Source: an optimization exercise on an open RTL-to-GDS flow (aim: small area). Production flows keep margins and buffers that such runs may drop.
In this exercise RTL edits were held to simulation tests only and were not proved equivalent to the original.
Power figures rest on the tool's default switching activity, not on a simulated workload.

==> flow/run.sh <==
#!/bin/bash
set -euo pipefail
here=$(pwd)
bash standard.sh \
  "POST_FLOORPLAN_TCL=$here/flow/downsize.tcl" \
  "BUFFER_PORTS_ARGS=-buffer_cell sky130_fd_sc_hd__buf_1" \
  "CTS_ARGS=-sink_clustering_enable -repair_clock_nets -sink_clustering_size 16 -sink_clustering_max_diameter 70 -buf_list sky130_fd_sc_hd__clkbuf_8 -dont_use_dummy_load" \
  finish > standard.log 2>&1
==> flow/downsize.tcl <==
# POST_FLOORPLAN hook: every logic cell that synthesis mapped to a larger
# drive strength is set back to the smallest cell of its family (same
# function and pins); among equally small cells the strongest is taken.
# The placement and routing steps that follow upsize or buffer again
# wherever slew, capacitance or timing need it.
set downsize_map {
  sky130_fd_sc_hd__a2111o_2 sky130_fd_sc_hd__a2111o_1
  sky130_fd_sc_hd__a2111o_4 sky130_fd_sc_hd__a2111o_1
  sky130_fd_sc_hd__a2111oi_1 sky130_fd_sc_hd__a2111oi_0
  sky130_fd_sc_hd__a2111oi_2 sky130_fd_sc_hd__a2111oi_0
  sky130_fd_sc_hd__a2111oi_4 sky130_fd_sc_hd__a2111oi_0
  sky130_fd_sc_hd__a211o_2 sky130_fd_sc_hd__a211o_1
  sky130_fd_sc_hd__a211o_4 sky130_fd_sc_hd__a211o_1
  sky130_fd_sc_hd__a211oi_2 sky130_fd_sc_hd__a211oi_1
  sky130_fd_sc_hd__a211oi_4 sky130_fd_sc_hd__a211oi_1
  sky130_fd_sc_hd__a21bo_1 sky130_fd_sc_hd__a21bo_2
  sky130_fd_sc_hd__a21bo_4 sky130_fd_sc_hd__a21bo_2
  sky130_fd_sc_hd__a21boi_0 sky130_fd_sc_hd__a21boi_1
  sky130_fd_sc_hd__a21boi_2 sky130_fd_sc_hd__a21boi_1
  sky130_fd_sc_hd__a21boi_4 sky130_fd_sc_hd__a21boi_1
  sky130_fd_sc_hd__a21o_2 sky130_fd_sc_hd__a21o_1
  sky130_fd_sc_hd__a21o_4 sky130_fd_sc_hd__a21o_1
  sky130_fd_sc_hd__a21oi_2 sky130_fd_sc_hd__a21oi_1
  sky130_fd_sc_hd__a21oi_4 sky130_fd_sc_hd__a21oi_1
  sky130_fd_sc_hd__a221o_2 sky130_fd_sc_hd__a221o_1
  sky130_fd_sc_hd__a221o_4 sky130_fd_sc_hd__a221o_1
  sky130_fd_sc_hd__a221oi_2 sky130_fd_sc_hd__a221oi_1
  sky130_fd_sc_hd__a221oi_4 sky130_fd_sc_hd__a221oi_1
  sky130_fd_sc_hd__a22o_2 sky130_fd_sc_hd__a22o_1
  sky130_fd_sc_hd__a22o_4 sky130_fd_sc_hd__a22o_1
  sky130_fd_sc_hd__a22oi_2 sky130_fd_sc_hd__a22oi_1
  sky130_fd_sc_hd__a22oi_4 sky130_fd_sc_hd__a22oi_1
  sky130_fd_sc_hd__a2bb2o_2 sky130_fd_sc_hd__a2bb2o_1
  sky130_fd_sc_hd__a2bb2o_4 sky130_fd_sc_hd__a2bb2o_1
  sky130_fd_sc_hd__a2bb2oi_2 sky130_fd_sc_hd__a2bb2oi_1
  sky130_fd_sc_hd__a2bb2oi_4 sky130_fd_sc_hd__a2bb2oi_1
  sky130_fd_sc_hd__a311o_2 sky130_fd_sc_hd__a311o_1
  sky130_fd_sc_hd__a311o_4 sky130_fd_sc_hd__a311o_1
  sky130_fd_sc_hd__a311oi_2 sky130_fd_sc_hd__a311oi_1
  sky130_fd_sc_hd__a311oi_4 sky130_fd_sc_hd__a311oi_1
  sky130_fd_sc_hd__a31o_1 sky130_fd_sc_hd__a31o_2
  sky130_fd_sc_hd__a31o_4 sky130_fd_sc_hd__a31o_2
  sky130_fd_sc_hd__a31oi_2 sky130_fd_sc_hd__a31oi_1
  sky130_fd_sc_hd__a31oi_4 sky130_fd_sc_hd__a31oi_1
  sky130_fd_sc_hd__a32o_2 sky130_fd_sc_hd__a32o_1
  sky130_fd_sc_hd__a32o_4 sky130_fd_sc_hd__a32o_1
  sky130_fd_sc_hd__a32oi_2 sky130_fd_sc_hd__a32oi_1
  sky130_fd_sc_hd__a32oi_4 sky130_fd_sc_hd__a32oi_1
  sky130_fd_sc_hd__a41o_2 sky130_fd_sc_hd__a41o_1
  sky130_fd_sc_hd__a41o_4 sky130_fd_sc_hd__a41o_1
  sky130_fd_sc_hd__a41oi_2 sky130_fd_sc_hd__a41oi_1
  sky130_fd_sc_hd__a41oi_4 sky130_fd_sc_hd__a41oi_1
  sky130_fd_sc_hd__and2_0 sky130_fd_sc_hd__and2_1
  sky130_fd_sc_hd__and2_2 sky130_fd_sc_hd__and2_1
  sky130_fd_sc_hd__and2_4 sky130_fd_sc_hd__and2_1
  sky130_fd_sc_hd__and2b_2 sky130_fd_sc_hd__and2b_1
  sky130_fd_sc_hd__and2b_4 sky130_fd_sc_hd__and2b_1
  sky130_fd_sc_hd__and3_2 sky130_fd_sc_hd__and3_1
  sky130_fd_sc_hd__and3_4 sky130_fd_sc_hd__and3_1
  sky130_fd_sc_hd__and3b_2 sky130_fd_sc_hd__and3b_1
  sky130_fd_sc_hd__and3b_4 sky130_fd_sc_hd__and3b_1
  sky130_fd_sc_hd__and4_2 sky130_fd_sc_hd__and4_1
  sky130_fd_sc_hd__and4_4 sky130_fd_sc_hd__and4_1
  sky130_fd_sc_hd__and4b_2 sky130_fd_sc_hd__and4b_1
  sky130_fd_sc_hd__and4b_4 sky130_fd_sc_hd__and4b_1
  sky130_fd_sc_hd__and4bb_1 sky130_fd_sc_hd__and4bb_2
  sky130_fd_sc_hd__and4bb_4 sky130_fd_sc_hd__and4bb_2
  sky130_fd_sc_hd__dfbbn_2 sky130_fd_sc_hd__dfbbn_1
  sky130_fd_sc_hd__dfrbp_2 sky130_fd_sc_hd__dfrbp_1
  sky130_fd_sc_hd__dfrtp_2 sky130_fd_sc_hd__dfrtp_1
  sky130_fd_sc_hd__dfrtp_4 sky130_fd_sc_hd__dfrtp_1
  sky130_fd_sc_hd__dfsbp_2 sky130_fd_sc_hd__dfsbp_1
  sky130_fd_sc_hd__dfstp_1 sky130_fd_sc_hd__dfstp_2
  sky130_fd_sc_hd__dfstp_4 sky130_fd_sc_hd__dfstp_2
  sky130_fd_sc_hd__dfxbp_2 sky130_fd_sc_hd__dfxbp_1
  sky130_fd_sc_hd__dfxtp_2 sky130_fd_sc_hd__dfxtp_1
  sky130_fd_sc_hd__dfxtp_4 sky130_fd_sc_hd__dfxtp_1
  sky130_fd_sc_hd__dlrbn_2 sky130_fd_sc_hd__dlrbn_1
  sky130_fd_sc_hd__dlrbp_2 sky130_fd_sc_hd__dlrbp_1
  sky130_fd_sc_hd__dlrtn_1 sky130_fd_sc_hd__dlrtn_2
  sky130_fd_sc_hd__dlrtn_4 sky130_fd_sc_hd__dlrtn_2
  sky130_fd_sc_hd__dlrtp_2 sky130_fd_sc_hd__dlrtp_1
  sky130_fd_sc_hd__dlrtp_4 sky130_fd_sc_hd__dlrtp_1
  sky130_fd_sc_hd__dlxbn_2 sky130_fd_sc_hd__dlxbn_1
  sky130_fd_sc_hd__dlxtn_2 sky130_fd_sc_hd__dlxtn_1
  sky130_fd_sc_hd__dlxtn_4 sky130_fd_sc_hd__dlxtn_1
  sky130_fd_sc_hd__fa_2 sky130_fd_sc_hd__fa_1
  sky130_fd_sc_hd__fa_4 sky130_fd_sc_hd__fa_1
  sky130_fd_sc_hd__ha_2 sky130_fd_sc_hd__ha_1
  sky130_fd_sc_hd__ha_4 sky130_fd_sc_hd__ha_1
  sky130_fd_sc_hd__maj3_2 sky130_fd_sc_hd__maj3_1
  sky130_fd_sc_hd__maj3_4 sky130_fd_sc_hd__maj3_1
  sky130_fd_sc_hd__mux2_1 sky130_fd_sc_hd__mux2_2
  sky130_fd_sc_hd__mux2_4 sky130_fd_sc_hd__mux2_2
  sky130_fd_sc_hd__mux2_8 sky130_fd_sc_hd__mux2_2
  sky130_fd_sc_hd__mux2i_2 sky130_fd_sc_hd__mux2i_1
  sky130_fd_sc_hd__mux2i_4 sky130_fd_sc_hd__mux2i_1
  sky130_fd_sc_hd__mux4_1 sky130_fd_sc_hd__mux4_2
  sky130_fd_sc_hd__mux4_4 sky130_fd_sc_hd__mux4_2
  sky130_fd_sc_hd__nand2_2 sky130_fd_sc_hd__nand2_1
  sky130_fd_sc_hd__nand2_4 sky130_fd_sc_hd__nand2_1
  sky130_fd_sc_hd__nand2_8 sky130_fd_sc_hd__nand2_1
  sky130_fd_sc_hd__nand2b_2 sky130_fd_sc_hd__nand2b_1
  sky130_fd_sc_hd__nand2b_4 sky130_fd_sc_hd__nand2b_1
  sky130_fd_sc_hd__nand3_2 sky130_fd_sc_hd__nand3_1
  sky130_fd_sc_hd__nand3_4 sky130_fd_sc_hd__nand3_1
  sky130_fd_sc_hd__nand3b_2 sky130_fd_sc_hd__nand3b_1
  sky130_fd_sc_hd__nand3b_4 sky130_fd_sc_hd__nand3b_1
  sky130_fd_sc_hd__nand4_2 sky130_fd_sc_hd__nand4_1
  sky130_fd_sc_hd__nand4_4 sky130_fd_sc_hd__nand4_1
  sky130_fd_sc_hd__nand4b_2 sky130_fd_sc_hd__nand4b_1
  sky130_fd_sc_hd__nand4b_4 sky130_fd_sc_hd__nand4b_1
  sky130_fd_sc_hd__nand4bb_2 sky130_fd_sc_hd__nand4bb_1
  sky130_fd_sc_hd__nand4bb_4 sky130_fd_sc_hd__nand4bb_1
  sky130_fd_sc_hd__nor2_2 sky130_fd_sc_hd__nor2_1
  sky130_fd_sc_hd__nor2_4 sky130_fd_sc_hd__nor2_1
  sky130_fd_sc_hd__nor2_8 sky130_fd_sc_hd__nor2_1
  sky130_fd_sc_hd__nor2b_2 sky130_fd_sc_hd__nor2b_1
  sky130_fd_sc_hd__nor2b_4 sky130_fd_sc_hd__nor2b_1
  sky130_fd_sc_hd__nor3_2 sky130_fd_sc_hd__nor3_1
  sky130_fd_sc_hd__nor3_4 sky130_fd_sc_hd__nor3_1
  sky130_fd_sc_hd__nor3b_2 sky130_fd_sc_hd__nor3b_1
  sky130_fd_sc_hd__nor3b_4 sky130_fd_sc_hd__nor3b_1
  sky130_fd_sc_hd__nor4_2 sky130_fd_sc_hd__nor4_1
  sky130_fd_sc_hd__nor4_4 sky130_fd_sc_hd__nor4_1
  sky130_fd_sc_hd__nor4b_2 sky130_fd_sc_hd__nor4b_1
  sky130_fd_sc_hd__nor4b_4 sky130_fd_sc_hd__nor4b_1
  sky130_fd_sc_hd__nor4bb_2 sky130_fd_sc_hd__nor4bb_1
  sky130_fd_sc_hd__nor4bb_4 sky130_fd_sc_hd__nor4bb_1
  sky130_fd_sc_hd__o2111a_2 sky130_fd_sc_hd__o2111a_1
  sky130_fd_sc_hd__o2111a_4 sky130_fd_sc_hd__o2111a_1
  sky130_fd_sc_hd__o2111ai_2 sky130_fd_sc_hd__o2111ai_1
  sky130_fd_sc_hd__o2111ai_4 sky130_fd_sc_hd__o2111ai_1
  sky130_fd_sc_hd__o211a_1 sky130_fd_sc_hd__o211a_2
  sky130_fd_sc_hd__o211a_4 sky130_fd_sc_hd__o211a_2
  sky130_fd_sc_hd__o211ai_2 sky130_fd_sc_hd__o211ai_1
  sky130_fd_sc_hd__o211ai_4 sky130_fd_sc_hd__o211ai_1
  sky130_fd_sc_hd__o21a_2 sky130_fd_sc_hd__o21a_1
  sky130_fd_sc_hd__o21a_4 sky130_fd_sc_hd__o21a_1
  sky130_fd_sc_hd__o21ai_0 sky130_fd_sc_hd__o21ai_1
  sky130_fd_sc_hd__o21ai_2 sky130_fd_sc_hd__o21ai_1
  sky130_fd_sc_hd__o21ai_4 sky130_fd_sc_hd__o21ai_1
  sky130_fd_sc_hd__o21ba_1 sky130_fd_sc_hd__o21ba_2
  sky130_fd_sc_hd__o21ba_4 sky130_fd_sc_hd__o21ba_2
  sky130_fd_sc_hd__o21bai_2 sky130_fd_sc_hd__o21bai_1
  sky130_fd_sc_hd__o21bai_4 sky130_fd_sc_hd__o21bai_1
  sky130_fd_sc_hd__o221a_1 sky130_fd_sc_hd__o221a_2
  sky130_fd_sc_hd__o221a_4 sky130_fd_sc_hd__o221a_2
  sky130_fd_sc_hd__o221ai_2 sky130_fd_sc_hd__o221ai_1
  sky130_fd_sc_hd__o221ai_4 sky130_fd_sc_hd__o221ai_1
  sky130_fd_sc_hd__o22a_2 sky130_fd_sc_hd__o22a_1
  sky130_fd_sc_hd__o22a_4 sky130_fd_sc_hd__o22a_1
  sky130_fd_sc_hd__o22ai_2 sky130_fd_sc_hd__o22ai_1
  sky130_fd_sc_hd__o22ai_4 sky130_fd_sc_hd__o22ai_1
  sky130_fd_sc_hd__o2bb2a_2 sky130_fd_sc_hd__o2bb2a_1
  sky130_fd_sc_hd__o2bb2a_4 sky130_fd_sc_hd__o2bb2a_1
  sky130_fd_sc_hd__o2bb2ai_2 sky130_fd_sc_hd__o2bb2ai_1
  sky130_fd_sc_hd__o2bb2ai_4 sky130_fd_sc_hd__o2bb2ai_1
  sky130_fd_sc_hd__o311a_2 sky130_fd_sc_hd__o311a_1
  sky130_fd_sc_hd__o311a_4 sky130_fd_sc_hd__o311a_1
  sky130_fd_sc_hd__o311ai_0 sky130_fd_sc_hd__o311ai_1
  sky130_fd_sc_hd__o311ai_2 sky130_fd_sc_hd__o311ai_1
  sky130_fd_sc_hd__o311ai_4 sky130_fd_sc_hd__o311ai_1
  sky130_fd_sc_hd__o31a_2 sky130_fd_sc_hd__o31a_1
  sky130_fd_sc_hd__o31a_4 sky130_fd_sc_hd__o31a_1
  sky130_fd_sc_hd__o31ai_2 sky130_fd_sc_hd__o31ai_1
  sky130_fd_sc_hd__o31ai_4 sky130_fd_sc_hd__o31ai_1
  sky130_fd_sc_hd__o32a_2 sky130_fd_sc_hd__o32a_1
  sky130_fd_sc_hd__o32a_4 sky130_fd_sc_hd__o32a_1
  sky130_fd_sc_hd__o32ai_2 sky130_fd_sc_hd__o32ai_1
  sky130_fd_sc_hd__o32ai_4 sky130_fd_sc_hd__o32ai_1
  sky130_fd_sc_hd__o41a_2 sky130_fd_sc_hd__o41a_1
  sky130_fd_sc_hd__o41a_4 sky130_fd_sc_hd__o41a_1
  sky130_fd_sc_hd__o41ai_2 sky130_fd_sc_hd__o41ai_1
  sky130_fd_sc_hd__o41ai_4 sky130_fd_sc_hd__o41ai_1
  sky130_fd_sc_hd__or2_0 sky130_fd_sc_hd__or2_2
  sky130_fd_sc_hd__or2_1 sky130_fd_sc_hd__or2_2
  sky130_fd_sc_hd__or2_4 sky130_fd_sc_hd__or2_2
  sky130_fd_sc_hd__or2b_2 sky130_fd_sc_hd__or2b_1
  sky130_fd_sc_hd__or2b_4 sky130_fd_sc_hd__or2b_1
  sky130_fd_sc_hd__or3_2 sky130_fd_sc_hd__or3_1
  sky130_fd_sc_hd__or3_4 sky130_fd_sc_hd__or3_1
  sky130_fd_sc_hd__or3b_1 sky130_fd_sc_hd__or3b_2
  sky130_fd_sc_hd__or3b_4 sky130_fd_sc_hd__or3b_2
  sky130_fd_sc_hd__or4_2 sky130_fd_sc_hd__or4_1
  sky130_fd_sc_hd__or4_4 sky130_fd_sc_hd__or4_1
  sky130_fd_sc_hd__or4b_1 sky130_fd_sc_hd__or4b_2
  sky130_fd_sc_hd__or4b_4 sky130_fd_sc_hd__or4b_2
  sky130_fd_sc_hd__or4bb_2 sky130_fd_sc_hd__or4bb_1
  sky130_fd_sc_hd__or4bb_4 sky130_fd_sc_hd__or4bb_1
  sky130_fd_sc_hd__sdfbbn_2 sky130_fd_sc_hd__sdfbbn_1
  sky130_fd_sc_hd__sdfrbp_2 sky130_fd_sc_hd__sdfrbp_1
  sky130_fd_sc_hd__sdfrtp_2 sky130_fd_sc_hd__sdfrtp_1
  sky130_fd_sc_hd__sdfrtp_4 sky130_fd_sc_hd__sdfrtp_1
  sky130_fd_sc_hd__sdfsbp_2 sky130_fd_sc_hd__sdfsbp_1
  sky130_fd_sc_hd__sdfstp_2 sky130_fd_sc_hd__sdfstp_1
  sky130_fd_sc_hd__sdfstp_4 sky130_fd_sc_hd__sdfstp_1
  sky130_fd_sc_hd__sdfxbp_2 sky130_fd_sc_hd__sdfxbp_1
  sky130_fd_sc_hd__sdfxtp_2 sky130_fd_sc_hd__sdfxtp_1
  sky130_fd_sc_hd__sdfxtp_4 sky130_fd_sc_hd__sdfxtp_1
  sky130_fd_sc_hd__sedfxbp_2 sky130_fd_sc_hd__sedfxbp_1
  sky130_fd_sc_hd__sedfxtp_2 sky130_fd_sc_hd__sedfxtp_1
  sky130_fd_sc_hd__sedfxtp_4 sky130_fd_sc_hd__sedfxtp_1
  sky130_fd_sc_hd__xnor2_2 sky130_fd_sc_hd__xnor2_1
  sky130_fd_sc_hd__xnor2_4 sky130_fd_sc_hd__xnor2_1
  sky130_fd_sc_hd__xnor3_2 sky130_fd_sc_hd__xnor3_1
  sky130_fd_sc_hd__xnor3_4 sky130_fd_sc_hd__xnor3_1
  sky130_fd_sc_hd__xor2_2 sky130_fd_sc_hd__xor2_1
  sky130_fd_sc_hd__xor2_4 sky130_fd_sc_hd__xor2_1
  sky130_fd_sc_hd__xor3_2 sky130_fd_sc_hd__xor3_1
  sky130_fd_sc_hd__xor3_4 sky130_fd_sc_hd__xor3_1
}
set n_down 0
foreach inst [get_cells *] {
  set master [get_property $inst ref_name]
  if { [dict exists $downsize_map $master] } {
    set target [dict get $downsize_map $master]
    replace_cell $inst [get_lib_cells */$target]
    incr n_down
  }
}
puts "downsize: replaced $n_down cells"
==> standard.sh <==
#!/bin/bash
# synth_recipe.tcl (not shown) runs the flow's synth.tcl, then flattens the netlist and writes it again
# the make line also repeats each setting of config.mk as NAME=value (left out here)
make -C /OpenROAD-flow-scripts/flow DESIGN_CONFIG=/design/flow/config.mk WORK_HOME=/design/flow/orfs CLKGATE_MAP_FILE= SYNTH_SCRIPT=/design/flow/synth_recipe.tcl "${@:-finish}"
==> config.mk <==
export PLATFORM = sky130hd
export DESIGN_NAME = conv2D_int16
export DESIGN_NICKNAME = conv2D_int16
export VERILOG_FILES = /design/flow/design.v
export SDC_FILE = /design/flow/constraint.sdc
export NUM_CORES = 4
export LEC_CHECK = 0
export CAP_MARGIN = 20
export CORE_MARGIN = 2
export CORE_UTILIZATION = 45
export CTS_BUF_LIST = sky130_fd_sc_hd__clkbuf_8
export CTS_CLUSTER_DIAMETER = 60
export CTS_CLUSTER_SIZE = 14
export GPL_TIMING_DRIVEN = 1
export PLACE_DENSITY = 0.6
export SLEW_MARGIN = 20
export SYNTH_HIERARCHICAL = 1
export SYNTH_MINIMUM_KEEP_SIZE = 0
==> constraint.sdc <==
create_clock -name core_clock -period 16.0 [get_ports {S_AXIS_ACLK}]
set_input_delay 3.2000 -clock core_clock [delete_from_list [all_inputs] [get_ports {S_AXIS_ACLK}]]
set_output_delay 3.2000 -clock core_clock [all_outputs]
set_load 0.01 [all_outputs]
==> design.v <==
`timescale 1ns / 1ps
module conv2D_int16(
    input wire  M_AXIS_ACLK,
    input wire  M_AXIS_ARESETN,
    input wire  S_AXIS_ACLK,
    input wire  S_AXIS_ARESETN,
    output wire  M_AXIS_TVALID,
    output wire [15:0] M_AXIS_TDATA,
    output wire [1:0] M_AXIS_TKEEP,
    output wire  M_AXIS_TLAST,
    input wire  M_AXIS_TREADY,
    output wire  S_AXIS_TREADY,
    input wire [15:0] S_AXIS_TDATA,
    input wire [1:0] S_AXIS_TKEEP,
    input wire  S_AXIS_TLAST,
    input wire  S_AXIS_TVALID
    );
    localparam IDLE = 3'b000, FILTER = 3'b001, DRAIN = 3'b010, STREAM = 3'b011,
               FILL0 = 3'b100, FILL3 = 3'b111;
    reg [2:0] state;
    reg [1:0] row;       
    wire RX = M_AXIS_TREADY && S_AXIS_TVALID;
    wire s_load   = state[2:1] == 2'b00;                 
    wire s_idle   = state == IDLE;
    wire s_fill   = state[2];
    wire s_stream = state == STREAM;
    wire s_drain  = state == DRAIN;
    wire ph1 = row[0];
    wire ph2 = row[1];
    wire ph0 = !(row[0] || row[1]);
    wire take = (s_fill || s_stream) && RX;          
    wire pad  = s_drain && !ph2;                     
    wire adv  = take || pad;                         
    assign S_AXIS_TREADY = M_AXIS_TREADY;
    assign M_AXIS_TKEEP  = 2'b11;
    assign M_AXIS_TLAST  = s_drain;
    assign M_AXIS_TVALID = ph2 && (s_drain || (s_stream && S_AXIS_TVALID));
    reg [15:0] f [0:8];
    integer i;
    always @(posedge S_AXIS_ACLK) begin
        if (s_load && RX) begin
            f[0] <= S_AXIS_TDATA;
            for (i = 1; i < 9; i = i + 1) f[i] <= f[i-1];
        end
    end
    wire [15:0] cA = ({16{ph0}} & f[2]) | ({16{ph1}} & f[5]) | ({16{ph2}} & f[8]);  
    wire [15:0] cB = ({16{ph0}} & f[1]) | ({16{ph1}} & f[4]) | ({16{ph2}} & f[7]);  
    wire [15:0] cC = ({16{ph0}} & f[0]) | ({16{ph1}} & f[3]) | ({16{ph2}} & f[6]);  
    wire [15:0] x = S_AXIS_TDATA;
    wire [16:0] xe = {x, 1'b0};
    wire [7:0] one, two, neg;
    genvar k;
    generate for (k = 0; k < 8; k = k + 1) begin : enc
        assign one[k] = take & (xe[2*k] ^ xe[2*k+1]);
        assign two[k] = take & ((xe[2*k+2] & ~xe[2*k+1] & ~xe[2*k]) | (~xe[2*k+2] & xe[2*k+1] & xe[2*k]));
        assign neg[k] = xe[2*k+2];
    end endgenerate
    wire negpar = ^neg;    
    reg [15:0] O, P0, P1, P2;
    wire [15:0] sA, sB, sC;
    mac16 mA (.one(one), .two(two), .neg(neg), .negpar(negpar), .c(cA), .acc(P0), .y(sA));
    mac16 mB (.one(one), .two(two), .neg(neg), .negpar(negpar), .c(cB), .acc(P1), .y(sB));
    mac16 mC (.one(one), .two(two), .neg(neg), .negpar(negpar), .c(cC), .acc(P2), .y(sC));
    wire shift = adv && ph0;
    always @(posedge S_AXIS_ACLK) begin
        if (shift) O <= sA;
        P0 <= shift ? sB : sA;
        P1 <= shift ? sC : sB;
        P2 <= shift ? 16'd0 : sC;
    end
    assign M_AXIS_TDATA = O;
    always @(posedge S_AXIS_ACLK) begin
        if (!S_AXIS_ARESETN) begin
            state <= IDLE;
            row   <= 2'd0;
        end else begin
            if (adv) row <= {ph1, ph0};   
            if (s_fill) begin
                if (RX && ph2) state <= {1'b1, state[1] ^ state[0], !state[0]};   
                if (RX && ph0 && state == FILL3) state <= STREAM;
            end else begin
                case (state)
                    IDLE: begin
                        if (RX) state <= FILTER;
                        else row <= 2'd0;
                    end
                    FILTER: if (RX && S_AXIS_TLAST) state <= FILL0;
                    STREAM: if (RX && S_AXIS_TLAST) state <= DRAIN;
                    DRAIN: if (ph2 && M_AXIS_TREADY) state <= IDLE;
                    default: state <= IDLE;
                endcase
            end
        end
    end
endmodule
module mac16(input wire [7:0] one, input wire [7:0] two, input wire [7:0] neg, input wire negpar, input wire [15:0] c, input wire [15:0] acc, output wire [15:0] y);
wire p1;
wire p2;
wire p3;
wire p4;
wire p5;
wire p6;
wire p7;
wire p8;
wire p9;
wire p10;
wire p11;
wire p12;
wire p13;
wire p14;
wire p15;
wire p16;
wire p17;
wire p18;
wire p19;
wire p20;
wire p21;
wire p22;
wire p23;
wire p24;
wire p25;
wire p26;
wire p27;
wire p28;
wire p29;
wire p30;
wire p31;
wire p32;
wire p33;
wire p34;
wire p35;
wire p36;
wire p37;
wire p38;
wire p39;
wire p40;
wire p41;
wire p42;
wire p43;
wire p44;
wire p45;
wire p46;
wire p47;
wire p48;
wire p49;
wire p50;
wire p51;
wire p52;
wire p53;
wire p54;
wire p55;
wire p56;
wire p57;
wire p58;
wire p59;
wire p60;
wire p61;
wire p62;
wire p63;
wire p64;
wire p65;
wire p66;
wire p67;
wire p68;
wire p69;
wire p70;
wire p71;
wire p72;
wire s73;
wire k74;
wire s75;
wire k76;
wire s77;
wire k78;
wire s79;
wire k80;
wire s81;
wire k82;
wire s83;
wire k84;
wire s85;
wire k86;
wire s87;
wire k88;
wire s89;
wire k90;
wire s91;
wire k92;
wire s93;
wire k94;
wire s95;
wire k96;
wire s97;
wire k98;
wire s99;
wire k100;
wire s101;
wire k102;
wire s103;
wire k104;
wire s105;
wire k106;
wire s107;
wire k108;
wire s109;
wire k110;
wire s111;
wire k112;
wire s113;
wire k114;
wire s115;
wire k116;
wire s117;
wire k118;
wire s119;
wire k120;
wire s121;
wire k122;
wire s123;
wire k124;
wire s125;
wire k126;
wire s127;
wire k128;
wire s129;
wire k130;
wire s131;
wire k132;
wire s133;
wire k134;
wire s135;
wire k136;
wire s137;
wire k138;
wire s139;
wire k140;
wire s141;
wire k142;
wire s143;
wire k144;
wire s145;
wire k146;
wire s147;
wire k148;
wire s149;
wire k150;
wire s151;
wire k152;
wire s153;
wire k154;
wire s155;
wire k156;
wire s157;
wire k158;
wire s159;
wire k160;
wire s161;
wire k162;
wire s163;
wire k164;
wire s165;
wire k166;
wire s167;
wire k168;
wire s169;
wire k170;
wire s171;
wire k172;
wire s173;
wire k174;
wire s175;
wire k176;
wire s177;
wire k178;
wire s179;
wire k180;
wire s181;
wire k182;
wire s183;
wire k184;
wire s185;
wire k186;
wire s187;
wire k188;
wire s189;
wire k190;
wire s191;
wire k192;
wire s193;
wire k194;
wire s195;
wire k196;
wire s197;
wire k198;
wire s199;
wire k200;
wire s201;
wire s202;
wire s203;
wire s204;
wire s205;
wire s206;
wire s207;
wire s208;
wire s209;
assign p1 = (c[0] & one[0]) ^ neg[0];
assign p2 = ((c[1] & one[0]) | (c[0] & two[0])) ^ neg[0];
assign p3 = ((c[2] & one[0]) | (c[1] & two[0])) ^ neg[0];
assign p4 = ((c[3] & one[0]) | (c[2] & two[0])) ^ neg[0];
assign p5 = ((c[4] & one[0]) | (c[3] & two[0])) ^ neg[0];
assign p6 = ((c[5] & one[0]) | (c[4] & two[0])) ^ neg[0];
assign p7 = ((c[6] & one[0]) | (c[5] & two[0])) ^ neg[0];
assign p8 = ((c[7] & one[0]) | (c[6] & two[0])) ^ neg[0];
assign p9 = ((c[8] & one[0]) | (c[7] & two[0])) ^ neg[0];
assign p10 = ((c[9] & one[0]) | (c[8] & two[0])) ^ neg[0];
assign p11 = ((c[10] & one[0]) | (c[9] & two[0])) ^ neg[0];
assign p12 = ((c[11] & one[0]) | (c[10] & two[0])) ^ neg[0];
assign p13 = ((c[12] & one[0]) | (c[11] & two[0])) ^ neg[0];
assign p14 = ((c[13] & one[0]) | (c[12] & two[0])) ^ neg[0];
assign p15 = ((c[14] & one[0]) | (c[13] & two[0])) ^ neg[0];
assign p16 = ((c[15] & one[0]) | (c[14] & two[0]));
assign p17 = (c[0] & one[1]) ^ neg[1];
assign p18 = ((c[1] & one[1]) | (c[0] & two[1])) ^ neg[1];
assign p19 = ((c[2] & one[1]) | (c[1] & two[1])) ^ neg[1];
assign p20 = ((c[3] & one[1]) | (c[2] & two[1])) ^ neg[1];
assign p21 = ((c[4] & one[1]) | (c[3] & two[1])) ^ neg[1];
assign p22 = ((c[5] & one[1]) | (c[4] & two[1])) ^ neg[1];
assign p23 = ((c[6] & one[1]) | (c[5] & two[1])) ^ neg[1];
assign p24 = ((c[7] & one[1]) | (c[6] & two[1])) ^ neg[1];
assign p25 = ((c[8] & one[1]) | (c[7] & two[1])) ^ neg[1];
assign p26 = ((c[9] & one[1]) | (c[8] & two[1])) ^ neg[1];
assign p27 = ((c[10] & one[1]) | (c[9] & two[1])) ^ neg[1];
assign p28 = ((c[11] & one[1]) | (c[10] & two[1])) ^ neg[1];
assign p29 = ((c[12] & one[1]) | (c[11] & two[1])) ^ neg[1];
assign p30 = ((c[13] & one[1]) | (c[12] & two[1]));
assign p31 = (c[0] & one[2]) ^ neg[2];
assign p32 = ((c[1] & one[2]) | (c[0] & two[2])) ^ neg[2];
assign p33 = ((c[2] & one[2]) | (c[1] & two[2])) ^ neg[2];
assign p34 = ((c[3] & one[2]) | (c[2] & two[2])) ^ neg[2];
assign p35 = ((c[4] & one[2]) | (c[3] & two[2])) ^ neg[2];
assign p36 = ((c[5] & one[2]) | (c[4] & two[2])) ^ neg[2];
assign p37 = ((c[6] & one[2]) | (c[5] & two[2])) ^ neg[2];
assign p38 = ((c[7] & one[2]) | (c[6] & two[2])) ^ neg[2];
assign p39 = ((c[8] & one[2]) | (c[7] & two[2])) ^ neg[2];
assign p40 = ((c[9] & one[2]) | (c[8] & two[2])) ^ neg[2];
assign p41 = ((c[10] & one[2]) | (c[9] & two[2])) ^ neg[2];
assign p42 = ((c[11] & one[2]) | (c[10] & two[2]));
assign p43 = (c[0] & one[3]) ^ neg[3];
assign p44 = ((c[1] & one[3]) | (c[0] & two[3])) ^ neg[3];
assign p45 = ((c[2] & one[3]) | (c[1] & two[3])) ^ neg[3];
assign p46 = ((c[3] & one[3]) | (c[2] & two[3])) ^ neg[3];
assign p47 = ((c[4] & one[3]) | (c[3] & two[3])) ^ neg[3];
assign p48 = ((c[5] & one[3]) | (c[4] & two[3])) ^ neg[3];
assign p49 = ((c[6] & one[3]) | (c[5] & two[3])) ^ neg[3];
assign p50 = ((c[7] & one[3]) | (c[6] & two[3])) ^ neg[3];
assign p51 = ((c[8] & one[3]) | (c[7] & two[3])) ^ neg[3];
assign p52 = ((c[9] & one[3]) | (c[8] & two[3]));
assign p53 = (c[0] & one[4]) ^ neg[4];
assign p54 = ((c[1] & one[4]) | (c[0] & two[4])) ^ neg[4];
assign p55 = ((c[2] & one[4]) | (c[1] & two[4])) ^ neg[4];
assign p56 = ((c[3] & one[4]) | (c[2] & two[4])) ^ neg[4];
assign p57 = ((c[4] & one[4]) | (c[3] & two[4])) ^ neg[4];
assign p58 = ((c[5] & one[4]) | (c[4] & two[4])) ^ neg[4];
assign p59 = ((c[6] & one[4]) | (c[5] & two[4])) ^ neg[4];
assign p60 = ((c[7] & one[4]) | (c[6] & two[4]));
assign p61 = (c[0] & one[5]) ^ neg[5];
assign p62 = ((c[1] & one[5]) | (c[0] & two[5])) ^ neg[5];
assign p63 = ((c[2] & one[5]) | (c[1] & two[5])) ^ neg[5];
assign p64 = ((c[3] & one[5]) | (c[2] & two[5])) ^ neg[5];
assign p65 = ((c[4] & one[5]) | (c[3] & two[5])) ^ neg[5];
assign p66 = ((c[5] & one[5]) | (c[4] & two[5]));
assign p67 = (c[0] & one[6]) ^ neg[6];
assign p68 = ((c[1] & one[6]) | (c[0] & two[6])) ^ neg[6];
assign p69 = ((c[2] & one[6]) | (c[1] & two[6])) ^ neg[6];
assign p70 = ((c[3] & one[6]) | (c[2] & two[6]));
assign p71 = (c[0] & one[7]) ^ neg[7];
assign p72 = ((c[1] & one[7]) | (c[0] & two[7]));
fa_cell us73 (.a(acc[0]), .b(neg[0]), .c(p1), .s(s73), .co(k74));
fa_cell us75 (.a(acc[1]), .b(p2), .c(k74), .s(s75), .co(k76));
fa_cell us77 (.a(acc[2]), .b(neg[1]), .c(p3), .s(s77), .co(k78));
fa_cell us79 (.a(p17), .b(s77), .c(k76), .s(s79), .co(k80));
fa_cell us81 (.a(acc[3]), .b(p4), .c(p18), .s(s81), .co(k82));
fa_cell us83 (.a(k78), .b(s81), .c(k80), .s(s83), .co(k84));
fa_cell us85 (.a(acc[4]), .b(neg[2]), .c(p5), .s(s85), .co(k86));
fa_cell us87 (.a(p19), .b(p31), .c(k82), .s(s87), .co(k88));
fa_cell us89 (.a(s85), .b(s87), .c(k84), .s(s89), .co(k90));
fa_cell us91 (.a(acc[5]), .b(p6), .c(p20), .s(s91), .co(k92));
fa_cell us93 (.a(p32), .b(k86), .c(s91), .s(s93), .co(k94));
fa_cell us95 (.a(k88), .b(s93), .c(k90), .s(s95), .co(k96));
fa_cell us97 (.a(acc[6]), .b(neg[3]), .c(p7), .s(s97), .co(k98));
fa_cell us99 (.a(p21), .b(p33), .c(p43), .s(s99), .co(k100));
fa_cell us101 (.a(k92), .b(s97), .c(s99), .s(s101), .co(k102));
fa_cell us103 (.a(k94), .b(s101), .c(k96), .s(s103), .co(k104));
fa_cell us105 (.a(acc[7]), .b(p8), .c(p22), .s(s105), .co(k106));
fa_cell us107 (.a(p34), .b(p44), .c(k98), .s(s107), .co(k108));
fa_cell us109 (.a(k100), .b(s105), .c(k102), .s(s109), .co(k110));
fa_cell us111 (.a(s107), .b(s109), .c(k104), .s(s111), .co(k112));
fa_cell us113 (.a(acc[8]), .b(neg[4]), .c(p9), .s(s113), .co(k114));
fa_cell us115 (.a(p23), .b(p35), .c(p45), .s(s115), .co(k116));
fa_cell us117 (.a(p53), .b(k106), .c(s113), .s(s117), .co(k118));
fa_cell us119 (.a(s115), .b(k108), .c(s117), .s(s119), .co(k120));
fa_cell us121 (.a(k110), .b(s119), .c(k112), .s(s121), .co(k122));
fa_cell us123 (.a(acc[9]), .b(p10), .c(p24), .s(s123), .co(k124));
fa_cell us125 (.a(p36), .b(p46), .c(p54), .s(s125), .co(k126));
fa_cell us127 (.a(k114), .b(k116), .c(s123), .s(s127), .co(k128));
fa_cell us129 (.a(s125), .b(k118), .c(s127), .s(s129), .co(k130));
fa_cell us131 (.a(k120), .b(s129), .c(k122), .s(s131), .co(k132));
fa_cell us133 (.a(acc[10]), .b(neg[5]), .c(p11), .s(s133), .co(k134));
fa_cell us135 (.a(p25), .b(p37), .c(p47), .s(s135), .co(k136));
fa_cell us137 (.a(p55), .b(p61), .c(k124), .s(s137), .co(k138));
fa_cell us139 (.a(k126), .b(s133), .c(s135), .s(s139), .co(k140));
fa_cell us141 (.a(k128), .b(s137), .c(s139), .s(s141), .co(k142));
fa_cell us143 (.a(k130), .b(s141), .c(k132), .s(s143), .co(k144));
fa_cell us145 (.a(acc[11]), .b(p12), .c(p26), .s(s145), .co(k146));
fa_cell us147 (.a(p38), .b(p48), .c(p56), .s(s147), .co(k148));
fa_cell us149 (.a(p62), .b(k134), .c(k136), .s(s149), .co(k150));
fa_cell us151 (.a(s145), .b(s147), .c(k138), .s(s151), .co(k152));
fa_cell us153 (.a(k140), .b(s149), .c(s151), .s(s153), .co(k154));
fa_cell us155 (.a(k142), .b(s153), .c(k144), .s(s155), .co(k156));
fa_cell us157 (.a(acc[12]), .b(neg[6]), .c(p13), .s(s157), .co(k158));
fa_cell us159 (.a(p27), .b(p39), .c(p49), .s(s159), .co(k160));
fa_cell us161 (.a(p57), .b(p63), .c(p67), .s(s161), .co(k162));
fa_cell us163 (.a(k146), .b(k148), .c(s157), .s(s163), .co(k164));
fa_cell us165 (.a(s159), .b(s161), .c(k150), .s(s165), .co(k166));
fa_cell us167 (.a(s163), .b(k152), .c(s165), .s(s167), .co(k168));
fa_cell us169 (.a(k154), .b(s167), .c(k156), .s(s169), .co(k170));
fa_cell us171 (.a(acc[13]), .b(p14), .c(p28), .s(s171), .co(k172));
fa_cell us173 (.a(p40), .b(p50), .c(p58), .s(s173), .co(k174));
fa_cell us175 (.a(p64), .b(p68), .c(k158), .s(s175), .co(k176));
fa_cell us177 (.a(k160), .b(k162), .c(s171), .s(s177), .co(k178));
fa_cell us179 (.a(s173), .b(k164), .c(s175), .s(s179), .co(k180));
fa_cell us181 (.a(s177), .b(k166), .c(s179), .s(s181), .co(k182));
fa_cell us183 (.a(k168), .b(s181), .c(k170), .s(s183), .co(k184));
fa_cell us185 (.a(acc[14]), .b(neg[7]), .c(p15), .s(s185), .co(k186));
fa_cell us187 (.a(p29), .b(p41), .c(p51), .s(s187), .co(k188));
fa_cell us189 (.a(p59), .b(p65), .c(p69), .s(s189), .co(k190));
fa_cell us191 (.a(p71), .b(k172), .c(k174), .s(s191), .co(k192));
fa_cell us193 (.a(s185), .b(s187), .c(s189), .s(s193), .co(k194));
fa_cell us195 (.a(k176), .b(k178), .c(s191), .s(s195), .co(k196));
fa_cell us197 (.a(s193), .b(k180), .c(s195), .s(s197), .co(k198));
fa_cell us199 (.a(k182), .b(s197), .c(k184), .s(s199), .co(k200));
assign s201 = acc[15] ^ negpar ^ p16;
assign s202 = p30 ^ p42 ^ p52;
assign s203 = p60 ^ p66 ^ p70;
assign s204 = p72 ^ k186 ^ k188;
assign s205 = k190 ^ s201 ^ s202;
assign s206 = s203 ^ k192 ^ k194;
assign s207 = s204 ^ s205 ^ k196;
assign s208 = s206 ^ k198 ^ s207;
assign s209 = s208 ^ k200;
assign y = {s209, s199, s183, s169, s155, s143, s131, s121, s111, s103, s95, s89, s83, s79, s75, s73};
endmodule
module fa_cell(input wire a, input wire b, input wire c, output wire s, output wire co);
assign s = a ^ b ^ c;
assign co = (a & b) | (a & c) | (b & c);
endmodule
module ha_cell(input wire a, input wire b, output wire s, output wire co);
assign s = a ^ b;
assign co = a & b;
endmodule
==> results of run 1 <==
per-module statistics from Yosys (local to each module, per instance):
module | cells inside | copies in the design | flip-flops and latches | area [sq um]
mac16 | 195 | 3 | 0 | 1519
conv2D_int16 | 542 | 1 | 213 | 7851
fa_cell | 1 | 192 | 0 | 20.02
final timing paths:
check | endpoint | depth (start not counted) | startpoint | slack [ns]
worst min register to register | f[5][9] | 0 | f[4][9] | 0.44
worst max-delay path | P0[15] | 27 | M_AXIS_TREADY | 4.45
worst max register to register | P0[15] | 28 | row[0] | 6.49
worst min-delay path | f[5][9] | 0 | f[4][9] | 0.44
layer usage:
| metal | wire, um | up-vias | part of all wire [%] |
|---|---|---|---|
| met5 | 0 | - | 0 |
| met4 | 828 | 0 | 2.0 |
| met3 | 3269 | 74 | 8.0 |
| met2 | 19560 | 422 | 48 |
| met1 | 17400 | 5335 | 42 |
| li1 | - | 4401 | - |
registers in the layout, summed over array words and instances (netlist names):
register	count
O	16
P0	16
P1	16
P2	16
f	144
row	2
state	3
area by class of cell:
cell class                      count  area share (%)
Inverter                            7          0.1738
Tap cell                          461           3.483
Clock buffer                       22           1.828
Timing Repair Buffer               80           2.803
Sequential cell                   213           35.43
Multi-Input combinational cell    936           56.28
through the flow:
| step | power (W) | cells | instance area, sq um | hold WS [ns] | setup slack [ns] |
|---|---|---|---|---|---|
| final | 0.003715 | 1719 | 16560 | 0.4421 | 4.449 |
| after global routing | 0.004031 | 1719 | 16560 | 0.4402 | 4.187 |
| after CTS | 0.003731 | 1719 | 16560 | 0.4317 | 4.469 |
| after detailed placement | 0.003411 | 1697 | 16260 | 0.4322 | 3.842 |
| after global placement | 0.003375 | 1697 | 16260 | 0.4279 | 3.891 |
| after floorplan | 0.003336 | 1320 | 16260 | 0.4262 | 2.177 |
report_power, final:
group | switching, W | total [W] | internal [W]
sequential | 0.0000701 | 0.000919 | 0.000849
clock | 0.000184 | 0.000306 | 0.000122
combinational | 0.00127 | 0.00249 | 0.00122
placed cells by master, fill, tap and decap left out, types with 2 or more instances in the layout:
cell type / synthesis / final
a21oi_1: 11 / 11
a22oi_1: 226 / 241
and2_1: 17 / 17
buf_1: 12 / 33
buf_4: 58 / 41
clkbuf_2: 9 / 4
clkbuf_8: 0 / 22
conb_1: 1 / 2
dfxtp_1: 53 / 51
dfxtp_2: 0 / 2
edfxtp_1: 160 / 160
fa_1: 192 / 192
ha_1: 4 / 4
inv_1: 6 / 6
mux2_2: 23 / 32
mux2i_1: 2 / 2
nand2_1: 131 / 133
nand2b_1: 2 / 2
nor2_1: 32 / 25
nor2_2: 1 / 5
nor2_4: 0 / 3
nor3_1: 3 / 2
o211ai_1: 2 / 3
o21ai_1: 0 / 2
xnor2_1: 232 / 235
xnor3_1: 6 / 6
xor2_1: 10 / 10
cells by family after synthesis:
| family | Yosys count |
|---|---|
| xor+xnor | 251 |
| buf+inv | 171 |
| flops | 213 |
| other cells | 1 |
| mux | 34 |
| compound gates | 262 |
| fa+ha+maj | 196 |
| simple gates | 191 |
==> impl_metrics.yaml, run 1 <==
global_routing:
  grt_use_met2_pct: 35.98
  track_usage_pct: 22.25
  antenna_found_initial: 1
  grt_max_degree: 83
  grt_pass1_vias: 10897
  gr-total-overflow: 0
  use_met1_pct: 31.62
  grt_first_pass_wirelength_um: 65190
  use_met3_pct: 2.853
  top_usage_layer: "met2"
place:
  io_buffers: 39
  place.gp.congestion: 0.8346
  hpwl_um: 26780
detailed_routing:
  drt-pass1-iter-count: 5
  ant_nets: 0
  drcViolationCount: 0
  routed_wirelength_um: 41060
  vias_per_cell: 5.952
  drt_iter0_drc: 942
  via_count: 10232
  wl_per_cell_um: 23.88
cts:
  cts_num_sinks: 213
  clk_path_buf_depth: 3
  clk_latency_ns: 0.59
  cts_hold_buf: 0
  postCtsResizedCells: 0
  cts_tree: "done"
  cts_max_level: 1
  cts_root_buffer: "clkbuf_8"
  cts_setup_buffers: 0
  cts_buffers: 22
  clk_pin_slew_worst_paths_ns: 0.09
synth:
  ys.flop_type: "edfxtp_1"
  ys_warn_count: 8
  netlist_top_cells_area: "edfxtp_1, fa_1, xnor2_1, a22oi_1, dfxtp_1"
  synthMostInstantiatedCell: "xnor2_1"
  synth.distinct_cells: 42
  ys_ff_latch: 213
  yosys.area.top_type: "edfxtp_1"
  syn_avg_cell_area_sq_um: 12.32
  synth_fa_ha_area_share_pct: 23.96
  synth-edff-count: 160
  syn_inst: 1319
  ys_seq_area_share_pct: 36.09
  synthMuxAreaShare_pct: 2.548
  synth_compound_area_share_pct: 12.46
  syn_area_sq_um: 16250
  synthXorXnorAreaFrac_pct: 14.17
  ys_async_sr_fraction_pct: 0
  synthSimpleGateAreaFrac_pct: 4.889
  synth_top_family_by_area: "adder cells"
  synthTopCellsByCount: "xnor2_1, a22oi_1, fa_1, edfxtp_1, nand2_1"
  synth_top_area_share_pct: 29.56
setup_path:
  end_kind: "register"
  cpMaxStageDelayCell: "buf_4"
  crit_arrival_ns: 12.02
  cp-start-kind: "input port"
  crit_type: "input port to register"
  critPathTopFamily: "adder cells"
  cp_max_fo: 48
  path_buf_inv: 3
  crit_required_ns: 16.47
  path_common_cell: "fa_1"
  slowest_delay_ns: 0.51
sta:
  worst_pin_slew_ns: 1.164
  setup_violations: 0
  clock.fmax_mhz: 86.57
  fin_skew_ns: 0.07615
  finalHoldViolCount: 0
  min_period_ns: 11.55
  post-route-period-util_pct: 72.20
  slew_viol_final: 0
  rsz0062_at_grt: "no"
  maxSlewHeadroom_pct: 22.11
  tns_ns: 0
die:
  die_w_um: 194.0
  pin_count: 46
  die_h_um: 194.0
  start_util_pct: 45.69
  coreArea_sq_um: 35570
  die-area_sq_um: 37650
  num_rows: 69
final_layout:
  fillers: 3288
  seqCellArea_sq_um: 5868
  postLayoutCoreUtil_pct: 46.56
  drive_gt1_share_pct: 9.141
  diodes: 0
  nNetsFinal: 1481
  area_growth_syn_to_layout_pct: 1.909
  multiInputGateArea_sq_um: 9321
power_and_ir_drop:
  ir_drop_v: 0.0001418
  pwr_density_cell_nw_per_um2: 224.3
  p_leak_nw: 5.387
run:
  maxCapViolations: 0
min_path:
  hold_class: "register to register"
status:
  status: "finished clean"
==> run 2, diff against run 1 <==
==> flow/run.sh (replaced) <==
#!/bin/bash
set -euo pipefail
here=$(pwd)
bash standard.sh \
  "POST_FLOORPLAN_TCL=$here/flow/downsize.tcl" \
  "BUFFER_PORTS_ARGS=-buffer_cell sky130_fd_sc_hd__buf_1" \
  "CTS_ARGS=-sink_clustering_enable -repair_clock_nets -sink_clustering_size 14 -sink_clustering_max_diameter 100 -buf_list sky130_fd_sc_hd__clkbuf_8 -dont_use_dummy_load" \
  finish > standard.log 2>&1
==> run 2 against run 1 <==
Effect of this change: power decreased by 0.45%; hold slack got worse by 0.0098 ns; global-route usage about the same; synthesized cell count unchanged; non-clock buffer count unchanged; still clean; critical path depth unchanged; final area decreased by 0.25%; clock skew decreased by 0.017 ns; die area unchanged; flip-flop and latch count unchanged; maximum frequency decreased by 0.27%; highest routed layer unchanged; cell count decreased by 0.17%.
==> impl_metrics.yaml, run 2 <==
global_routing:
  grt_pass1_vias: 10870
  grt_first_pass_wirelength_um: 65200
  grt_max_degree: 83
  track_usage_pct: 22.21
  antenna_found_initial: 1
  gr-total-overflow: 0
detailed_routing:
  drt-pass1-iter-count: 5
  vias_per_cell: 5.973
  routed_wirelength_um: 41100
  drt_iter0_drc: 944
  via_count: 10249
  ant_nets: 0
  wl_per_cell_um: 23.95
  drcViolationCount: 0
die:
  start_util_pct: 45.69
  num_rows: 69
  die_w_um: 194.0
  die-area_sq_um: 37650
  pin_count: 46
  die_h_um: 194.0
  coreArea_sq_um: 35570
setup_path:
  crit_required_ns: 16.46
  cp-start-kind: "input port"
  path_common_cell: "fa_1"
  crit_arrival_ns: 12.04
  cpMaxStageDelayCell: "buf_4"
  cp_max_fo: 48
  slowest_delay_ns: 0.51
  r2r_cells: 28
  critPathTopFamily: "adder cells"
  path_buf_inv: 3
  cp.depth: 27
  crit_type: "input port to register"
  end_kind: "register"
power_and_ir_drop:
  pwr_density_cell_nw_per_um2: 223.9
  clkPwrFrac_pct: 7.8
  p_seq_share_pct: 24.8
  swShare_pct: 41.25
  switchingPower_w: 0.001526
  p_leak_nw: 5.366
  ir_drop_v: 0.0001616
  power.total_w: 0.003699
  pwr-share-comb_pct: 67.3
  p_int_w: 0.002173
cts:
  clk_latency_ns: 0.57
  cts_buffers: 19
  clk_pin_slew_worst_paths_ns: 0.10
  postCtsResizedCells: 0
  cts_num_sinks: 213
  cts_setup_buffers: 0
  cts_root_buffer: "clkbuf_8"
  cts_tree: "done"
  cts_hold_buf: 0
  cts_max_level: 1
  clk_path_buf_depth: 3
synth:
  syn_avg_cell_area_sq_um: 12.32
  synth-edff-count: 160
  ys_ff_latch: 213
  syn_area_sq_um: 16250
  synth.distinct_cells: 42
  ys_warn_count: 8
  synthTopCellsByCount: "xnor2_1, a22oi_1, fa_1, edfxtp_1, nand2_1"
  syn_inst: 1319
  yosys.area.top_type: "edfxtp_1"
  synthMostInstantiatedCell: "xnor2_1"
  synth_top_area_share_pct: 29.56
  netlist_top_cells_area: "edfxtp_1, fa_1, xnor2_1, a22oi_1, dfxtp_1"
  ys_seq_area_share_pct: 36.09
  ys.flop_type: "edfxtp_1"
  ys_async_sr_fraction_pct: 0
sta:
  fin_skew_ns: 0.05950
  post-route-period-util_pct: 72.39
  tns_ns: 0
  fin_worst_hold_slack_ns: 0.4324
  rsz0062_at_grt: "no"
  clock.fmax_mhz: 86.33
  finalHoldViolCount: 0
  min_period_ns: 11.58
  worst_pin_slew_ns: 1.070
  maxSlewHeadroom_pct: 28.38
  setup_violations: 0
  slew_viol_final: 0
place:
  placed_cells: 1697
  io_buffers: 39
  place.gp.congestion: 0.8346
  hpwl_um: 26780
final_layout:
  nNetsFinal: 1478
  diodes: 0
  postLayoutCoreUtil_pct: 46.45
  mostFrequentLayoutCells: "a22oi_1, xnor2_1, fa_1, edfxtp_1, nand2_1"
  layout_commonest_cell: "a22oi_1"
  fillers: 3294
  largest_register_ffs: 144
  drive_gt1_share_pct: 8.924
  top_register: "f"
  instances_no_fill: 1716
  area_growth_syn_to_layout_pct: 1.655
run:
  maxCapViolations: 0
status:
  status: "finished clean"
min_path:
  hold_class: "register to register"
  holdPathStages: 0
==> run 2: cell types whose count changed in the layout (fill, tap and decap cells not counted) <==
cell	delta
clkbuf_8	-3
==> run 2: worst reg2reg max path, delay by kind of cell, from the launching register on <==
family | cells | cell delay, ns
adder cells (fa/ha/maj) | 15 | 5.98
XOR/XNOR | 5 | 1.20
buffers and inverters | 3 | 1.05
AND/OR/NAND/NOR | 4 | 0.46
flip-flops | 1 | 0.43
multiplexers | 1 | 0.28
==> run 2: path summary, 6_finish.rpt <==
| check | from | end | slack, ns |
|---|---|---|---|
| worst max-delay path | M_AXIS_TREADY | P0[15] | 4.42 |
| worst max register to register | row[0] | P0[15] | 6.52 |
| worst min-delay path | f[6][13] | f[7][13] | 0.43 |
| worst min register to register | f[6][13] | f[7][13] | 0.43 |
==> run 2: area by class of cell <==
| type | count | area [sq um] | area share (%) |
|---|---|---|---|
| multi-input combinational | 936 | 9321 | 56.42 |
| sequential | 213 | 5868 | 35.52 |
| tap | 461 | 576.8 | 3.491 |
| timing repair buffer | 80 | 464.2 | 2.810 |
| clock buffer | 19 | 261.5 | 1.583 |
| inverter | 7 | 28.78 | 0.1742 |
==> run 2: per-module statistics from Yosys (local to each module, per instance) <==
module	area, sq um	copies in the design	cells
fa_cell	20.02	192	1
mac16	1519	3	195
conv2D_int16	7851	1	542
==> run 2: routing by layer <==
metal | vias to the layer above | routed length (um) | global-route usage, %
met2 | 412 | 19740 | 36.09
li1 | 4395 | - | -
met4 | 0 | 758 | 5.471
met5 | - | 0 | 0
met1 | 5378 | 17520 | 31.68
met3 | 64 | 3080 | 2.940
==> run 2: logic make-up (layout without fill, tap and decap cells) <==
family / count (synthesis) / in the layout / share of synthesized area (%)
and+or+nand+nor: 191 / 191 / 4.889
adders and majority gates: 196 / 196 / 23.96
xor gates and xnor gates: 251 / 251 / 14.17
AOI/OAI and AO/OA: 262 / 262 / 12.46
buffers and inverters: 171 / 106 / 5.851
other: 1 / 2 / 0.02307
muxes: 34 / 34 / 2.548
DFF: 213 / 213 / 36.09
==> run 2: per-stage QoR <==
step           cell area [sq um]  setup slack [ns]
6_report                   16520             4.417
5_1_grt                    16520             4.150
4_1_cts                    16520             4.452
3_5_place_dp               16260             3.842
3_3_place_gp               16260             3.891
2_1_floorplan              16260             2.177
==> run 2: power by group through the flow <==
stage          combinational [W]  clock [W]  sequential [W]
2_1_floorplan            0.00239          0        0.000944
3_3_place_gp             0.00245          0        0.000929
4_1_cts                  0.00249   0.000305        0.000921
5_1_grt                  0.00275   0.000321        0.000937
6_report                 0.00249   0.000289        0.000918
3_5_place_dp             0.00248          0        0.000933
==> run 3, diff against run 2 <==
==> flow/run.sh (replaced) <==
#!/bin/bash
set -euo pipefail
here=$(pwd)
bash standard.sh \
  "POST_FLOORPLAN_TCL=$here/flow/downsize.tcl" \
  "BUFFER_PORTS_ARGS=-buffer_cell sky130_fd_sc_hd__buf_1" \
  "CTS_ARGS=-sink_clustering_enable -repair_clock_nets -sink_clustering_size 16 -sink_clustering_max_diameter 100 -buf_list sky130_fd_sc_hd__clkbuf_8 -dont_use_dummy_load" \
  finish > standard.log 2>&1
==> run 3 against run 2 <==
Effect of this change: still clean; sequential power hardly changed; sequential share of layout area is 0.059 points higher; register-to-register slack hardly changed; hold slack worse by 0.016 ns; routed wire length is 0.23% lower; first-iteration DRC count is 7.0% lower; clock skew is 0.0052 ns higher; non-clock buffer count stayed put; synthesized cell count stayed put.
==> impl_metrics.yaml, run 3 <==
power_and_ir_drop:
  switchingPower_w: 0.001527
  p_seq_share_pct: 24.9
  p_leak_nw: 5.351
  clkPwrFrac_pct: 7.5
  swShare_pct: 41.38
  pwr-share-comb_pct: 67.6
  p_int_w: 0.002164
  ir_drop_v: 0.0001431
  pwr_density_cell_nw_per_um2: 223.8
synth:
  ys_async_sr_fraction_pct: 0
  synthTopCellsByCount: "xnor2_1, a22oi_1, fa_1, edfxtp_1, nand2_1"
  netlist_top_cells_area: "edfxtp_1, fa_1, xnor2_1, a22oi_1, dfxtp_1"
  ys.flop_type: "edfxtp_1"
  ys_seq_area_share_pct: 36.09
  synth-edff-count: 160
  ys_warn_count: 8
  syn_area_sq_um: 16250
  synthMostInstantiatedCell: "xnor2_1"
  ys_ff_latch: 213
  synth_top_area_share_pct: 29.56
  synth.distinct_cells: 42
  syn_avg_cell_area_sq_um: 12.32
  syn_inst: 1319
  yosys.area.top_type: "edfxtp_1"
setup_path:
  crit_arrival_ns: 12.02
  cp-start-kind: "input port"
  end_kind: "register"
  r2r_slack_ns: 6.53
  r2r_cells: 28
  crit_type: "input port to register"
  cp_max_fo: 48
  timing.rr.end: "P0[15]"
  crit_required_ns: 16.46
  r2r_start: "row[0]"
cts:
  clk_latency_ns: 0.57
  cts_hold_buf: 0
  cts_setup_buffers: 0
  clk_path_buf_depth: 3
  cts_buffers: 17
  cts_max_level: 1
  clk_pin_slew_worst_paths_ns: 0.11
  cts_num_sinks: 213
  postCtsResizedCells: 0
  cts_root_buffer: "clkbuf_8"
  cts_tree: "done"
run:
  maxCapViolations: 0
sta:
  maxSlewHeadroom_pct: 23.92
  post-route-period-util_pct: 72.25
  setup_violations: 0
  min_period_ns: 11.56
  rsz0062_at_grt: "no"
  clock.fmax_mhz: 86.50
  fin_skew_ns: 0.06471
  tns_ns: 0
  finalHoldViolCount: 0
  fin_worst_hold_slack_ns: 0.4166
  worst_pin_slew_ns: 1.137
  slew_viol_final: 0
global_routing:
  antenna_found_initial: 1
  grt_pass1_vias: 10892
  track_usage_pct: 22.21
  gr-total-overflow: 0
  grt_first_pass_wirelength_um: 65060
  grt_max_degree: 83
min_path:
  hp-start: "f[1][13]"
  hold_class: "register to register"
  min_to: "f[2][13]"
  holdPathStages: 0
place:
  place.gp.congestion: 0.8346
  hpwl_um: 26780
  placed_cells: 1697
  io_buffers: 39
detailed_routing:
  ant_nets: 0
  wl_per_cell_um: 23.92
  drt_iter0_drc: 878
  routed_wirelength_um: 41000
  drt-pass1-iter-count: 6
  via_count: 10172
  vias_per_cell: 5.935
  drcViolationCount: 0
die:
  die_h_um: 194.0
  num_rows: 69
  coreArea_sq_um: 35570
  start_util_pct: 45.69
  die-area_sq_um: 37650
  die_w_um: 194.0
  pin_count: 46
final_layout:
  layout_commonest_cell: "a22oi_1"
  top_register: "f"
  area_growth_syn_to_layout_pct: 1.486
  largest_register_ffs: 144
  diodes: 0
  instances_no_fill: 1714
  nNetsFinal: 1476
  mostFrequentLayoutCells: "a22oi_1, xnor2_1, fa_1, edfxtp_1, nand2_1"
  drive_gt1_share_pct: 8.779
status:
  status: "finished clean"
run 3: cell counts after synthesis:
No cell type changed its count.
run 3: cell type report:
type / instances / area, sq um
Clock buffer: 17 / 234.0
Fill cell: 3294 / 19080
Inverter: 7 / 28.78
Multi-Input combinational cell: 936 / 9321
Sequential cell: 213 / 5868
Tap cell: 461 / 576.8
Timing Repair Buffer: 80 / 464.2
run 3: cells by family after synthesis:
kind of cell / after synthesis / share of synthesized area, %
AO/OA/AOI/OAI: 262 / 12.46
XOR/XNOR: 251 / 14.17
adder cells (fa/ha/maj): 196 / 23.96
buffers and inverters: 171 / 5.851
flip-flops: 213 / 36.09
multiplexers: 34 / 2.548
other: 1 / 0.02307
AND/OR/NAND/NOR: 191 / 4.889
run 3: worst max-delay path, cell delays in order:
cell	delay [ns]
buf_1	0.19
o211ai_1	0.12
buf_4	0.23
nor2_4	0.09
buf_4	0.50
nand2_1	0.14
xnor2_1	0.18
fa_1	0.40
fa_1	0.39
fa_1	0.39
fa_1	0.39
fa_1	0.39
fa_1	0.41
fa_1	0.41
fa_1	0.40
fa_1	0.41
fa_1	0.40
fa_1	0.39
fa_1	0.40
fa_1	0.40
fa_1	0.39
fa_1	0.40
xor2_1	0.20
xnor2_1	0.14
xnor3_1	0.41
xnor3_1	0.26
mux2_2	0.28
run 3: modules after synthesis (local to each module, per instance):
module        cells  flops+latches
conv2D_int16    542            213
fa_cell           1              0
mac16           195              0
run 3: how the worst max path moves through the flow:
stage	endpoint	slack (ns)	start	cells past startpoint
floorplan	f[0][0]	2.18	M_AXIS_TREADY	2
global placement	P0[15]	3.89	M_AXIS_TREADY	27
detailed placement	P0[15]	3.84	M_AXIS_TREADY	27
CTS	P0[15]	4.45	M_AXIS_TREADY	27
global route	P1[15]	4.16	M_AXIS_TREADY	27
finish	P0[15]	4.44	M_AXIS_TREADY	27
run 3: through the flow:
stage          instance area, sq um  total power [W]  setup WS (ns)  util (%)
2_1_floorplan                 16260         0.003336          2.177         -
3_3_place_gp                  16260         0.003375          3.891     45.71
3_5_place_dp                  16260         0.003411          3.842     45.71
4_1_cts                       16490         0.003699          4.454     46.37
5_1_grt                       16490         0.003997          4.157     46.37
6_report                      16490         0.003691          4.440     46.37
run 3: power by group through the flow:
| stage | combinational (W) | clock (W) | sequential [W] |
|---|---|---|---|
| after detailed placement | 0.00248 | 0 | 0.000933 |
| after global placement | 0.00245 | 0 | 0.000929 |
| after floorplan | 0.00239 | 0 | 0.000944 |
| after CTS | 0.00249 | 0.000289 | 0.000921 |
| after global routing | 0.00276 | 0.000305 | 0.000937 |
| final | 0.00250 | 0.000278 | 0.000918 |
run 3: layer usage:
metal	vias up	routed length (um)	global-route usage, %
met1	5265	17500	31.51
met2	438	19440	35.48
met5	-	0	0
met3	81	3129	3.201
li1	4388	-	-
met4	0	938	6.790
==> run 4, diff against run 3 <==
==> flow/run.sh (replaced) <==
#!/bin/bash
set -euo pipefail
here=$(pwd)
bash standard.sh \
  "POST_FLOORPLAN_TCL=$here/flow/downsize.tcl" \
  "BUFFER_PORTS_ARGS=-buffer_cell sky130_fd_sc_hd__buf_1" \
  "CTS_ARGS=-sink_clustering_enable -repair_clock_nets -sink_clustering_size 15 -sink_clustering_max_diameter 100 -buf_list sky130_fd_sc_hd__clkbuf_8 -dont_use_dummy_load" \
  finish > standard.log 2>&1
==> run 4 against run 3 <==
Effect of this change: hold slack better by 0.0079 ns; register-to-register slack worse by 0.02 ns; utilization hardly changed; power hardly changed; non-clock buffer count stayed put; combinational power hardly changed; sequential power hardly changed; largest cell class unchanged; via count is 0.21% higher; cell count hardly changed.
==> impl_metrics.yaml, run 4 <==
status:
  status: "finished clean"
die:
  die_h_um: 194.0
  die_w_um: 194.0
  coreArea_sq_um: 35570
  die-area_sq_um: 37650
  start_util_pct: 45.69
  pin_count: 46
  num_rows: 69
sta:
  maxSlewHeadroom_pct: 21.47
  post-route-period-util_pct: 72.11
  rsz0062_at_grt: "no"
  clock.fmax_mhz: 86.68
  fin_skew_ns: 0.08323
  setup_ws_ns: 4.463
  slew_viol_final: 0
  min_period_ns: 11.54
  finalHoldViolCount: 0
  tns_ns: 0
  worst_pin_slew_ns: 1.174
  setup_violations: 0
synth:
  ys_async_sr_fraction_pct: 0
  syn_inst: 1319
  syn_avg_cell_area_sq_um: 12.32
  synth_top_area_share_pct: 29.56
  netlist_top_cells_area: "edfxtp_1, fa_1, xnor2_1, a22oi_1, dfxtp_1"
  synthMostInstantiatedCell: "xnor2_1"
  yosys.area.top_type: "edfxtp_1"
  ys_ff_latch: 213
  syn_area_sq_um: 16250
  synthTopCellsByCount: "xnor2_1, a22oi_1, fa_1, edfxtp_1, nand2_1"
  synth.distinct_cells: 42
  ys_warn_count: 8
  synth-edff-count: 160
  ys.flop_type: "edfxtp_1"
  ys_seq_area_share_pct: 36.09
setup_path:
  cp-start-kind: "input port"
  slowest_delay_ns: 0.50
  path_buf_inv: 3
  r2r_start: "row[0]"
  cp_max_fo: 48
  crit_path_start: "M_AXIS_TREADY"
  crit_type: "input port to register"
  end_kind: "register"
  crit_required_ns: 16.48
  crit_arrival_ns: 12.01
  cpMaxStageDelayCell: "buf_4"
  path_common_cell: "fa_1"
  critPathTopFamily: "adder cells"
run:
  maxCapViolations: 0
detailed_routing:
  drt-met1-wl_um: 17710
  wl_per_cell_um: 23.96
  drt_iter0_drc: 965
  drcViolationCount: 0
  via_count: 10193
  routed_wirelength_um: 41090
  vias_per_cell: 5.943
  drt-pass1-iter-count: 5
  ant_nets: 0
  wl_met3_um: 3096
  wl_met2_um: 19500
  top_layer_used: "met4"
cts:
  clk_path_buf_depth: 3
  cts_num_sinks: 213
  cts_root_buffer: "clkbuf_8"
  postCtsResizedCells: 0
  cts_tree: "done"
  cts_max_level: 1
  cts_buffers: 18
  clk_pin_slew_worst_paths_ns: 0.11
  cts_setup_buffers: 0
  cts_hold_buf: 0
  clk_latency_ns: 0.58
final_layout:
  instances_no_fill: 1715
  top_register: "f"
  largest_register_ffs: 144
  nNetsFinal: 1477
  area_growth_syn_to_layout_pct: 1.571
  drive_gt1_share_pct: 8.852
  fillers: 3291
  mostFrequentLayoutCells: "a22oi_1, xnor2_1, fa_1, edfxtp_1, nand2_1"
  layout_commonest_cell: "a22oi_1"
  diodes: 0
power_and_ir_drop:
  p_int_w: 0.002169
  clkPwrFrac_pct: 7.7
  pwr_density_cell_nw_per_um2: 223.8
  switchingPower_w: 0.001526
  pwr-share-comb_pct: 67.4
  swShare_pct: 41.30
  p_seq_share_pct: 24.9
  p_leak_nw: 5.358
  ir_drop_v: 0.0001401
global_routing:
  gr-total-overflow: 0
  grt_first_pass_wirelength_um: 65230
  track_usage_pct: 22.28
  grt_pass1_vias: 10926
  antenna_found_initial: 1
  grt_max_degree: 83
place:
  io_buffers: 39
  dpl_worst_slack_ns: 3.842
  place.gp.congestion: 0.8346
  placed_cells: 1697
  hpwl_um: 26780
min_path:
  hold_class: "register to register"
  hp-start: "f[5][5]"
## run 4: cell counts after synthesis
No cell type changed its count.
## run 4: layout make-up
cell class,count,area (sq um),area share (%)
clock buffers,18,247.7,1.501
inverters,7,28.78,0.1743
multi-input cells,936,9321,56.47
flip-flops and latches,213,5868,35.55
well taps,461,576.8,3.494
repair buffers,80,464.2,2.812
## run 4: kinds of logic (layout without fill, tap and decap cells)
logic type | Yosys count | after routing | synth area share (%)
AO/OA/AOI/OAI | 262 | 262 | 12.46
XOR/XNOR | 251 | 251 | 14.17
flip-flops | 213 | 213 | 36.09
adder cells (fa/ha/maj) | 196 | 196 | 23.96
AND/OR/NAND/NOR | 191 | 191 | 4.889
buffers and inverters | 171 | 105 | 5.851
multiplexers | 34 | 34 | 2.548
other | 1 | 2 | 0.02307
## run 4: per-stage QoR
stage / total power, W / cell area (sq um) / utilization [%] / hold slack, ns
finish: 0.003694 / 16510 / 46.41 / 0.4244
global route: 0.004011 / 16510 / 46.41 / 0.4172
CTS: 0.003710 / 16510 / 46.41 / 0.4287
detailed placement: 0.003411 / 16260 / 45.71 / 0.4322
global placement: 0.003375 / 16260 / 45.71 / 0.4279
floorplan: 0.003336 / 16260 / - / 0.4262
## run 4: per-module statistics from Yosys (local to each module, per instance)
module        flops+latches  area, sq um  copies in the design  cells inside
conv2D_int16            213         7851                     1           542
fa_cell                   0        20.02                   192             1
mac16                     0         1519                     3           195
## run 4: worst paths after layout
kind / cells after the start / slack, ns / to
max: 27 / 4.46 / P0[15]
min: 0 / 0.42 / f[6][5]
max reg2reg: 28 / 6.51 / P0[15]
min reg2reg: 0 / 0.42 / f[6][5]
## run 4: per-layer routing
metal,GRT usage [%],up-vias
li1,-,4393
met1,31.57,5307
met2,36.01,434
met3,2.992,59
met4,6.341,0
met5,0,-
## run 4: worst register-to-register path: cells and delay by family (launching register included)
family,cells,cell delay [ns]
flip-flops,1,0.43
XOR/XNOR,5,1.20
buffers and inverters,3,1.05
multiplexers,1,0.28
AND/OR/NAND/NOR,4,0.46
adder cells (fa/ha/maj),15,5.97
## run 4: power groups by stage
stage,clock network (W),logic (W),registers (W)
global placement,0,0.00245,0.000929
detailed placement,0,0.00248,0.000933
floorplan,0,0.00239,0.000944
global route,0.000315,0.00276,0.000937
finish,0.000284,0.00249,0.000918
CTS,0.000297,0.00249,0.000921

Re-timed with assumed drivers on the ports (clkbuf_16 on the clock, buf_2 on other inputs), run 4 has 4.492 ns of setup slack against 4.463 ns with ideal ports, and 3.900 ns once port delays also move by the mid clock arrival of 0.592 ns.
